From an optimization exercise on the open Yosys and OpenROAD flow, aimed at small area and a short achievable clock period; shortcuts taken in it are not production practice. RTL that was checked went through simulation tests only; none was proved equivalent to the original.

## try-willow
==> module fnorm, before the edit <==
module fnorm (
    input  logic [48:0] Sx,
    input  logic [9:0]  E,       
    output logic [5:0]  lz,
    output logic [22:0] fr,      
    output logic        lsb,
    output logic        guard,
    output logic        rnd,
    output logic        sticky
);
    logic [47:0] sent;
    logic [48:0] T;
    assign sent = (E < 10'd48) ? (48'd1 << (6'd47 - E[5:0])) : 48'd0;
    assign T = Sx | {1'b0, sent};
    logic [63:0] t64;
    assign t64 = {T, 1'b1, 14'd0};
    logic [6:0] lzt [0:31];
    always_comb begin
        for (int i = 0; i < 32; i++)
            lzt[i] = t64[63 - 2 * i] ? 7'd0 : (t64[62 - 2 * i] ? 7'd1 : 7'd2);
        for (int l = 1; l < 6; l++)
            for (int i = 0; i < (32 >> l); i++)
                lzt[i] = ~lzt[2 * i][l] ? lzt[2 * i] :
                         lzt[2 * i + 1][l] ? 7'(2 << l) : 7'((1 << l) | lzt[2 * i + 1]);
    end
    assign lz = lzt[0][5:0];
    logic [48:0] ls [0:6];
    assign ls[6] = Sx;
    genvar k;
    generate
        for (k = 5; k >= 0; k--) begin : g_ls
            assign ls[k] = lz[k] ? (ls[k + 1] << (1 << k)) : ls[k + 1];
        end
    endgenerate
    logic [22:0] po;
    always_comb begin
        po = Sx[22:0];
        for (int l = 0; l < 5; l++)
            for (int i = 0; i < 23; i++)
                if ((i >> l) & 1)
                    po[i] = po[i] | po[((i >> l) << l) - 1];
    end
    assign sticky = (lz <= 6'd22) ? po[5'd22 - lz[4:0]] : 1'b0;
    assign fr    = ls[0][47:25];
    assign lsb   = ls[0][25];
    assign guard = ls[0][24];
    assign rnd   = ls[0][23];
endmodule
==> module fma, before the edit <==
module fma #(
                parameter int FW = 23,
                parameter int EW = 8
            )(
                input logic clk,
                input logic [2 : 0] rm,
                input logic [3:0] op,
                input logic [EW + FW : 0]  opA,
                input logic [EW + FW : 0]  opB,
                input logic [EW + FW : 0]  opC,
                output logic [EW + FW : 0]  result
            );
    logic [31:0] x1, x2, x3;
    always_comb begin
        case (op[1:0])
            2'b01: begin
                x1 = opA;
                x2 = {opB[31] ^ op[2], opB[30:0]};
                x3 = 32'h0;
            end
            2'b10: begin
                x1 = 32'h3f800000;
                x2 = opA;
                x3 = {opB[31] ^ op[3], opB[30:0]};
            end
            2'b11: begin
                x1 = opA;
                x2 = {opB[31] ^ op[2], opB[30:0]};
                x3 = {opC[31] ^ op[3], opC[30:0]};
            end
            default: begin
                x1 = 32'h0;
                x2 = 32'h0;
                x3 = 32'h0;
            end
        endcase
    end
    logic [2:0]  rm1;
    logic        sM1;
    logic [30:0] a1, b1;
    logic [31:0] c1;
    always_ff @(posedge clk) begin
        rm1 <= rm;
        sM1 <= x1[31] ^ x2[31];
        a1  <= x1[30:0];
        b1  <= x2[30:0];
        c1  <= x3;
    end
    logic [7:0] e1, e2, e3;
    logic [22:0] f1, f2, f3;
    assign e1 = a1[30:23];
    assign e2 = b1[30:23];
    assign e3 = c1[30:23];
    assign f1 = a1[22:0];
    assign f2 = b1[22:0];
    assign f3 = c1[22:0];
    logic ez1, ez2, ez3, eo1, eo2, eo3, fz1, fz2, fz3;
    assign ez1 = ~|e1;  assign eo1 = &e1;  assign fz1 = ~|f1;
    assign ez2 = ~|e2;  assign eo2 = &e2;  assign fz2 = ~|f2;
    assign ez3 = ~|e3;  assign eo3 = &e3;  assign fz3 = ~|f3;
    logic inf1, inf2, inf3, nan1, nan2, nan3, zero1, zero2, zero3;
    assign inf1 = eo1 & fz1;  assign nan1 = eo1 & ~fz1;  assign zero1 = ez1 & fz1;
    assign inf2 = eo2 & fz2;  assign nan2 = eo2 & ~fz2;  assign zero2 = ez2 & fz2;
    assign inf3 = eo3 & fz3;  assign nan3 = eo3 & ~fz3;  assign zero3 = ez3 & fz3;
    logic nanM, infM, zeroM, s3;
    assign nanM  = nan1 | nan2 | (zero1 & inf2) | (inf1 & zero2);
    assign infM  = (inf1 & ~(zero2 | nan2)) | (inf2 & ~(zero1 | nan1));
    assign zeroM = (zero1 & ~(inf2 | nan2)) | (zero2 & ~(inf1 | nan1));
    assign s3    = c1[31];
    logic [47:0] prod;
    mul24 u_mul (.a({~ez1, f1}), .b({~ez2, f2}), .p(prod));
    logic pm;
    assign pm = prod[47];
    logic [9:0] e12, e12p;
    assign e12  = {2'b0, e1} + {2'b0, e2} + 10'd897;
    assign e12p = e12 + 10'd1;
    logic [10:0] d;                  
    assign d = {1'b0, e12} - {3'b0, e3};
    logic dneg, dz, wrap;
    assign dneg = d[10];
    assign dz   = ~|d;
    assign wrap = &e12;              
    logic [9:0] u, u1;
    assign u  = d[9:0] ^ {10{dneg}};
    assign u1 = u + 10'd1;
    logic comp;
    logic [9:0] shamt, expM;
    assign comp  = pm ? (~dneg & ~wrap) : (~dneg & ~dz);
    assign shamt = (pm & wrap) ? {2'b0, e3} : ((pm ^ dneg) ? u1 : u);
    assign expM  = pm ? e12p : e12;
    logic [47:0] sigM;
    assign sigM = pm ? prod : {prod[46:0], 1'b0};
    logic [47:0] M2;
    logic [23:0] C2;
    logic [5:0]  sh2;
    logic        shz2, comp2, sM2, s32, nan2q, inf2q, zp2;
    logic [9:0]  E2;
    logic [2:0]  rm2;
    always_ff @(posedge clk) begin
        M2    <= sigM;
        C2    <= {~ez3, f3};
        sh2   <= shamt[5:0];
        shz2  <= shamt >= 10'd48;
        comp2 <= comp;
        E2    <= comp ? expM : {2'b0, e3};
        sM2   <= sM1;
        s32   <= s3;
        nan2q <= nanM | nan3 | (infM & inf3 & (sM1 ^ s3));
        inf2q <= infM | inf3;
        zp2   <= zeroM & zero3;
        rm2   <= rm1;
    end
    logic eff;
    assign eff = sM2 ^ s32;
    logic [47:0] big, sml;
    falign u_align (.M(M2), .C(C2), .comp(comp2), .sh(sh2), .shz(shz2), .big(big), .sml(sml));
    logic [48:0] S;
    logic gt, ge;
    faddsub u_add (.big(big), .sml(sml), .sub(eff), .S(S), .gt(gt), .ge(ge));
    logic a_ge_b, sgn;
    assign a_ge_b = comp2 ? ge : ~gt;
    assign sgn = eff ? (a_ge_b ? sM2 : s32) : sM2;
    logic [48:0] Sx;
    assign Sx = {S[48:1], S[0] & ~S[48]};
    logic [5:0] lz;
    logic [22:0] fr;
    logic lsb, guard, rnd, sticky;
    fnorm u_norm (.Sx(Sx), .E(E2), .lz(lz), .fr(fr), .lsb(lsb), .guard(guard), .rnd(rnd), .sticky(sticky));
    logic [31:0] res;
    fpost u_post (.fr(fr), .lsb(lsb), .guard(guard), .rnd(rnd), .sticky(sticky), .rm(rm2), .sgn(sgn),
                  .E(E2[7:0]), .lz(lz), .nan(nan2q), .inf(inf2q), .zero(zp2 | ~|S), .res(res));
    always_ff @(posedge clk) result <= res;
endmodule
export LEC_CHECK = 0
export ABC_AREA = 1
export CAP_MARGIN = 20
export CORE_MARGIN = 2
export CORE_UTILIZATION = 40
export SLEW_MARGIN = 20
export SYNTH_HIERARCHICAL = 1
export SYNTH_MINIMUM_KEEP_SIZE = 0
create_clock -name core_clock -period 55.0 [get_ports {clk}]
standard.sh (not shown) runs the stock make flow with config.mk's settings and CLKGATE_MAP_FILE= SYNTH_SCRIPT=/design/flow/synth_recipe.tcl, a recipe that flattens the netlist after the stock synthesis.
==> flow/flow/run.sh <==
#!/bin/bash
# The standard layout (bash standard.sh), with plain buffers on the ports
# instead of the delay buffers buffer_ports picks by default.
set -euo pipefail
export BUFFER_PORTS_ARGS="-buffer_cell sky130_fd_sc_hd__buf_1"
bash standard.sh > standard.log 2>&1
## Diff of input files: try-nickel against try-willow
diff --git a/flow/design.v b/flow/design.v
--- a/flow/design.v
+++ b/flow/design.v
@@ -897,5 +897,6 @@
 module fnorm (
     input  logic [48:0] Sx,
-    input  logic [9:0]  E,       
+    input  logic [5:0]  E,       
+    input  logic        Elt48,   
     output logic [5:0]  lz,
     output logic [22:0] fr,      
@@ -907,5 +908,5 @@
     logic [47:0] sent;
     logic [48:0] T;
-    assign sent = (E < 10'd48) ? (48'd1 << (6'd47 - E[5:0])) : 48'd0;
+    assign sent = Elt48 ? (48'd1 << (6'd47 - E)) : 48'd0;
     assign T = Sx | {1'b0, sent};
     logic [63:0] t64;
@@ -992,21 +993,31 @@
                 output logic [EW + FW : 0]  result
             );
+    logic [2:0]  rm1;
+    logic [3:0]  op1;
+    logic [31:0] a1r, b1r, c1r;
+    always_ff @(posedge clk) begin
+        rm1 <= rm;
+        op1 <= op;
+        a1r <= opA;
+        b1r <= opB;
+        c1r <= opC;
+    end
     logic [31:0] x1, x2, x3;
     always_comb begin
-        case (op[1:0])
+        case (op1[1:0])
             2'b01: begin
-                x1 = opA;
-                x2 = {opB[31] ^ op[2], opB[30:0]};
+                x1 = a1r;
+                x2 = {b1r[31] ^ op1[2], b1r[30:0]};
                 x3 = 32'h0;
             end
             2'b10: begin
                 x1 = 32'h3f800000;
-                x2 = opA;
-                x3 = {opB[31] ^ op[3], opB[30:0]};
+                x2 = a1r;
+                x3 = {b1r[31] ^ op1[3], b1r[30:0]};
             end
             2'b11: begin
-                x1 = opA;
-                x2 = {opB[31] ^ op[2], opB[30:0]};
-                x3 = {opC[31] ^ op[3], opC[30:0]};
+                x1 = a1r;
+                x2 = {b1r[31] ^ op1[2], b1r[30:0]};
+                x3 = {c1r[31] ^ op1[3], c1r[30:0]};
             end
             default: begin
@@ -1017,15 +1028,11 @@
         endcase
     end
-    logic [2:0]  rm1;
     logic        sM1;
     logic [30:0] a1, b1;
     logic [31:0] c1;
-    always_ff @(posedge clk) begin
-        rm1 <= rm;
-        sM1 <= x1[31] ^ x2[31];
-        a1  <= x1[30:0];
-        b1  <= x2[30:0];
-        c1  <= x3;
-    end
+    assign sM1 = x1[31] ^ x2[31];
+    assign a1  = x1[30:0];
+    assign b1  = x2[30:0];
+    assign c1  = x3;
     logic [7:0] e1, e2, e3;
     logic [22:0] f1, f2, f3;
@@ -1076,5 +1083,6 @@
     logic [5:0]  sh2;
     logic        shz2, comp2, sM2, s32, nan2q, inf2q, zp2;
-    logic [9:0]  E2;
+    logic [7:0]  E2;
+    logic        El2;
     logic [2:0]  rm2;
     always_ff @(posedge clk) begin
@@ -1084,5 +1092,6 @@
         shz2  <= shamt >= 10'd48;
         comp2 <= comp;
-        E2    <= comp ? expM : {2'b0, e3};
+        E2    <= comp ? expM[7:0] : e3;
+        El2   <= comp ? (expM < 10'd48) : (e3 < 8'd48);
         sM2   <= sM1;
         s32   <= s3;
@@ -1107,8 +1116,8 @@
     logic [22:0] fr;
     logic lsb, guard, rnd, sticky;
-    fnorm u_norm (.Sx(Sx), .E(E2), .lz(lz), .fr(fr), .lsb(lsb), .guard(guard), .rnd(rnd), .sticky(sticky));
+    fnorm u_norm (.Sx(Sx), .E(E2[5:0]), .Elt48(El2), .lz(lz), .fr(fr), .lsb(lsb), .guard(guard), .rnd(rnd), .sticky(sticky));
     logic [31:0] res;
     fpost u_post (.fr(fr), .lsb(lsb), .guard(guard), .rnd(rnd), .sticky(sticky), .rm(rm2), .sgn(sgn),
-                  .E(E2[7:0]), .lz(lz), .nan(nan2q), .inf(inf2q), .zero(zp2 | ~|S), .res(res));
+                  .E(E2), .lz(lz), .nan(nan2q), .inf(inf2q), .zero(zp2 | ~|S), .res(res));
     always_ff @(posedge clk) result <= res;
 endmodule
try-nickel: flow completed, timing, DRC and antenna clean. Via count: try-nickel better than try-willow. There was hardly any difference in share of cell area taken by flip-flops and latches between try-nickel and try-willow. Changes observed in try-nickel relative to try-willow: sequential cell count of the final layout moved up; utilization has increased; non-clock buffer share of cell area did not really move.
No functional check of the RTL was part of try-willow.

[separate check: timing with driven ports]
The results above use ideal ports. As a check the final layouts listed here were re-extracted and re-timed, cells and wires unchanged.
Step 1 sets driving cells, clkbuf_16 on the clock port and buf_2 on the other inputs (assumed; they add their load-dependent delay and slew).
Step 2, shift: input delay + t, output delay - t, t = (earliest + latest rising clock arrival at the registers) / 2. This alone moves slack from input paths to output paths.
Slacks: ideal / step 1 / step 2; pairs: ideal / step 1.
run | shift t [ns] | setup slack, ns | hold WS [ns] | slew at the worst register clock pin (ns) | pins driven straight from the clock port
try-willow | 0.613 | 42.660 / 42.702 / 42.089 | 0.327 / 0.327 / 0.327 | 0.07 / 0.07 | 1
try-nickel | 0.605 | 42.980 / 42.920 / 43.526 | 0.336 / 0.336 / 0.336 | 0.07 / 0.07 | 1
After both steps every run listed still meets setup and hold. The setup slack of try-willow, which loses most, moves by +0.042 ns with the drivers and by -0.571 ns with both steps.
